What follows belongs to an exercise in optimizing a design on an open flow for small area, a short achievable clock period and few clock cycles; a production flow would make more cautious choices. Only simulation tests tie the RTL to the original design; equivalence was not proved.

==> quartz <==
Design cpu, start of the top module:
module cpu(
    input clk, rst,
    input prog_we,
    input [4:0] prog_addr,
    input [7:0] prog_data,
    input [4:0] dbg_addr,
    output halt,
    output [7:0] acc,
    output [7:0] dbg_data
    );
==> module cpu, before the edit <==
module cpu(
    input clk, rst,
    input prog_we,
    input [4:0] prog_addr,
    input [7:0] prog_data,
    input [4:0] dbg_addr,
    output halt,
    output [7:0] acc,
    output [7:0] dbg_data
    );
localparam [2:0] HLT = 3'd0, SKZ = 3'd1, ADD = 3'd2, AND = 3'd3,
                 XOR = 3'd4, LDA = 3'd5, STO = 3'd6, JMP = 3'd7;
logic [7:0] mem [0:31];
logic [7:0] ir;
logic [4:0] pc;
logic [7:0] ac;
logic       halted;
wire [2:0] op = ir[7:5];
wire [4:0] a  = ir[4:0];
wire       zero = (ac == 8'h00);
wire [4:0] pc1 = pc + 5'd1;
wire [4:0] pc2 = pc + 5'd2;
function automatic [31:0] dec32(input [4:0] x, input en);
    logic [3:0] lo;
    logic [7:0] hi;
    for (int j = 0; j < 4; j++) lo[j] = (x[1:0] == j[1:0]);
    for (int k = 0; k < 8; k++) hi[k] = en && (x[4:2] == k[2:0]);
    for (int i = 0; i < 32; i++) dec32[i] = lo[i % 4] && hi[i / 4];
endfunction
logic [4:0] pc_next;
always_comb begin
    if (op == JMP)               pc_next = a;
    else if (op == SKZ && zero)  pc_next = pc2;
    else                         pc_next = pc1;
end
wire [4:0] fsel = (halted || op == HLT) ? dbg_addr : pc_next;
wire [4:0] fa   = fsel & {5{rst}};
wire fwd_p = !rst && prog_we && prog_addr == 5'd0;
wire fwd_s = rst && !halted && op == STO && a == pc1;
wire [31:0] fdec = dec32(fa, !(fwd_p || fwd_s));
wire [31:0] adec = dec32(a, 1'b1);
wire [31:0] pdec = dec32(prog_addr, prog_we);
logic [7:0] fdata, odata;
always_comb begin
    fdata = ({8{fwd_p}} & prog_data) | ({8{fwd_s}} & ac);
    odata = 8'h00;
    for (int i = 0; i < 32; i++) begin
        fdata = fdata | ({8{fdec[i]}} & mem[i]);
        odata = odata | ({8{adec[i]}} & mem[i]);
    end
end
wire sto = rst && !halted && op == STO;
wire [7:0] wdata = rst ? ac : prog_data;
always_ff @(posedge clk) begin
    for (int i = 0; i < 32; i++)
        if (pdec[i] || (sto && adec[i]))
            mem[i] <= wdata;
end
always_ff @(posedge clk)
    ir <= fdata;
logic [7:0] g, p, cg, cp, sum;
always_comb begin
    g = ac & odata;
    p = ac ^ odata;
    cg = g;
    cp = p;
    for (int s = 1; s < 8; s = s * 2)
        for (int i = 7; i >= s; i--) begin
            cg[i] = cg[i] | (cp[i] & cg[i - s]);
            cp[i] = cp[i] & cp[i - s];
        end
    sum = p ^ {cg[6:0], 1'b0};
end
logic [7:0] ac_next;
always_comb begin
    case (op)
        ADD:     ac_next = sum;
        AND:     ac_next = g;
        XOR:     ac_next = p;
        LDA:     ac_next = odata;
        default: ac_next = ac;
    endcase
end
always_ff @(posedge clk or negedge rst) begin
    if (!rst) begin
        pc     <= 5'd0;
        ac     <= 8'h00;
        halted <= 1'b0;
    end else if (!halted) begin
        if (op == HLT) halted <= 1'b1;
        else begin
            pc <= pc_next;
            ac <= ac_next;
        end
    end
end
assign halt     = halted;
assign acc      = ac;
assign dbg_data = ir;
endmodule
clock: 10.0 ns
lec_check: 0
cap_margin: 20
core_margin: 2
core_utilization: 40
slew_margin: 20
standard.sh (not shown) runs the stock make flow with config.mk's settings and CLKGATE_MAP_FILE= SYNTH_SCRIPT=/design/flow/synth_recipe.tcl, a recipe that flattens the netlist after the stock synthesis.
==> flow/flow/run.sh <==
#!/bin/bash
# Layout flow: the standard ORFS flow, with two changes:
#  - synthesis maps logic with flow/abc.script instead of ORFS's abc_speed.script
#    (same synth -nofsm -noshare, flatten and renaming as synth_recipe.tcl);
#  - optional extra environment settings from flow/env.sh (repair targets etc).
# Every tool's output is in orfs/logs/...; make's own output goes to flow_make.log.
set -euo pipefail
here=$(pwd)
# synthesis script: synth_recipe.tcl with our copy of ORFS synth.tcl
sed "s#log_cmd abc {\*}\$abc_args#set abc_args [lreplace \$abc_args 1 1 $here/flow/abc.script]\n  log_cmd abc {*}\$abc_args#" \
    "$FLOW_HOME/scripts/synth.tcl" > "$here/synth_custom.tcl"
grep -q "flow/abc.script" "$here/synth_custom.tcl"
sed "s#source \$::env(SCRIPTS_DIR)/synth.tcl#source $here/synth_custom.tcl#" synth_recipe.tcl > synth_recipe_custom.tcl
grep -q "synth_custom.tcl" synth_recipe_custom.tcl
sed "s#SYNTH_SCRIPT=[^ ]*#SYNTH_SCRIPT=$here/synth_recipe_custom.tcl#" standard.sh > standard_custom.sh
grep -q "synth_recipe_custom.tcl" standard_custom.sh
if [[ -f flow/env.sh ]]; then source flow/env.sh; fi
bash standard_custom.sh > flow_make.log 2>&1
==> flow/flow/abc.script <==
&get -n
&st
&dch
&nf -p -R 1000
&st
&dch
&nf -p -R 1000
&st
&dch
&nf -p -R 1000
&put
buffer -c
topo
stime -c
upsize -c
dnsize -c
==> flow/flow/env.sh <==
export SETUP_SLACK_MARGIN=6
export BUFFER_PORTS_ARGS="-buffer_cell sky130_fd_sc_hd__buf_2"
export CTS_BUF_LIST=sky130_fd_sc_hd__clkbuf_8
export CTS_CLUSTER_SIZE=30
export CTS_CLUSTER_DIAMETER=60
==> zinc (differences from quartz) <==
--- a/flow/design.v
+++ b/flow/design.v
@@ -36,18 +36,26 @@
 end
-wire [4:0] fsel = (halted || op == HLT) ? dbg_addr : pc_next;
-wire [4:0] fa   = fsel & {5{rst}};
+wire [4:0] fa = (halted || op == HLT) ? dbg_addr : pc_next;
 wire fwd_p = !rst && prog_we && prog_addr == 5'd0;
 wire fwd_s = rst && !halted && op == STO && a == pc1;
-wire [31:0] fdec = dec32(fa, !(fwd_p || fwd_s));
 wire [31:0] adec = dec32(a, 1'b1);
 wire [31:0] pdec = dec32(prog_addr, prog_we);
-logic [7:0] fdata, odata;
-always_comb begin
-    fdata = ({8{fwd_p}} & prog_data) | ({8{fwd_s}} & ac);
-    odata = 8'h00;
-    for (int i = 0; i < 32; i++) begin
-        fdata = fdata | ({8{fdec[i]}} & mem[i]);
-        odata = odata | ({8{adec[i]}} & mem[i]);
+function automatic [7:0] rd32(input [4:0] x, input en, input run, input [255:0] m);
+    logic [3:0] lo;
+    logic [7:0] hi;
+    logic [7:0] grp;
+    for (int j = 0; j < 4; j++) lo[j] = run ? (x[1:0] == j[1:0]) : (j == 0);
+    for (int k = 0; k < 8; k++) hi[k] = en && (run ? (x[4:2] == k[2:0]) : (k == 0));
+    rd32 = 8'h00;
+    for (int k = 0; k < 8; k++) begin
+        grp = 8'h00;
+        for (int j = 0; j < 4; j++) grp = grp | ({8{lo[j]}} & m[8 * (4 * k + j) +: 8]);
+        rd32 = rd32 | ({8{hi[k]}} & grp);
     end
-end
+endfunction
+logic [255:0] mflat;
+always_comb
+    for (int i = 0; i < 32; i++) mflat[8 * i +: 8] = mem[i];
+wire [7:0] fdata = rd32(fa, !(fwd_p || fwd_s), rst, mflat) |
+                   ({8{fwd_p}} & prog_data) | ({8{fwd_s}} & ac);
+wire [7:0] odata = rd32(a, 1'b1, 1'b1, mflat);
 wire sto = rst && !halted && op == STO;
==> flow/flow/env.sh (replaced) <==
export SETUP_SLACK_MARGIN=6.5
export BUFFER_PORTS_ARGS="-buffer_cell sky130_fd_sc_hd__buf_2"
- CORE_UTILIZATION: 40 -> 60
- CTS_CLUSTER_DIAMETER: not set -> 60
- CTS_CLUSTER_SIZE: not set -> 30
- PLACE_DENSITY: not set -> 0.75
==> flow_summary_export.csv <==
group,metric,value,unit
final_layout,num-fill-cells,2669,
die,rows,64,
status,status,"complete, no violations",
routing,met1Wirelength,25.4,mm
sta,setup_slack,6000,ps
die,coreArea,30700,um^2
synth,synth_nets,952,
sta,finalCriticalPeriod,4000,ps
clock_tree,insertion_delay,620,ps
sta,fmax,250,MHz
final_layout,synthToLayoutAreaGrowth,22.3,%
global_routing,antenna_found_initial,1,
final_layout,comb.multi_input.count,611,
That was quartz.
==> flow_summary_export.csv <==
group,metric,value,unit
status,status,"complete, no violations",
final_layout,num-fill-cells,1435,
die,rows,54,
sta,fmax,277,MHz
global_routing,antenna_found_initial,0,
synth,synth_nets,1074,
routing,met1Wirelength,16.4,mm
final_layout,comb.multi_input.count,681,
final_layout,synthToLayoutAreaGrowth,17.6,%
clock_tree,insertion_delay,540,ps
That was zinc.
Testbench counts of quartz, summed over its fixed seeds: cycles 15,794.
Testbench counts of zinc, summed over its fixed seeds: cycles 15,794.

-- static timing again, ports no longer ideal --
Ports are ideal in the flow. The routed layouts listed here were re-timed in OpenROAD. Step 1 sets driving cells, clkbuf_16 on the clock port and buf_2 on the other inputs (assumed; they add their load-dependent delay and slew). Step 2 times the ports against the registers' clock, not the clock port: input delays grow and output delays shrink by t, the midpoint of the rising clock arrivals with the driver on. a / b / c = ideal ports / drivers / drivers and shift; a / b = the first two.
run | t, ns | slack for setup (ns) | hold WS [ns] | clock arrival spread, ns | worst data-port slew with drivers (ns)
quartz | 0.654 | 6.002 / 5.915 / 5.261 | 0.535 / 0.535 / 0.535 | 0.030 / 0.030 | 0.18
zinc | 0.571 | 6.393 / 6.393 / 5.846 | 0.552 / 0.552 / 0.552 | 0.038 / 0.037 | 0.17
After both steps every run listed still meets setup and hold. The setup slack of quartz, which loses most, moves by -0.087 ns with the drivers and by -0.741 ns with both steps.
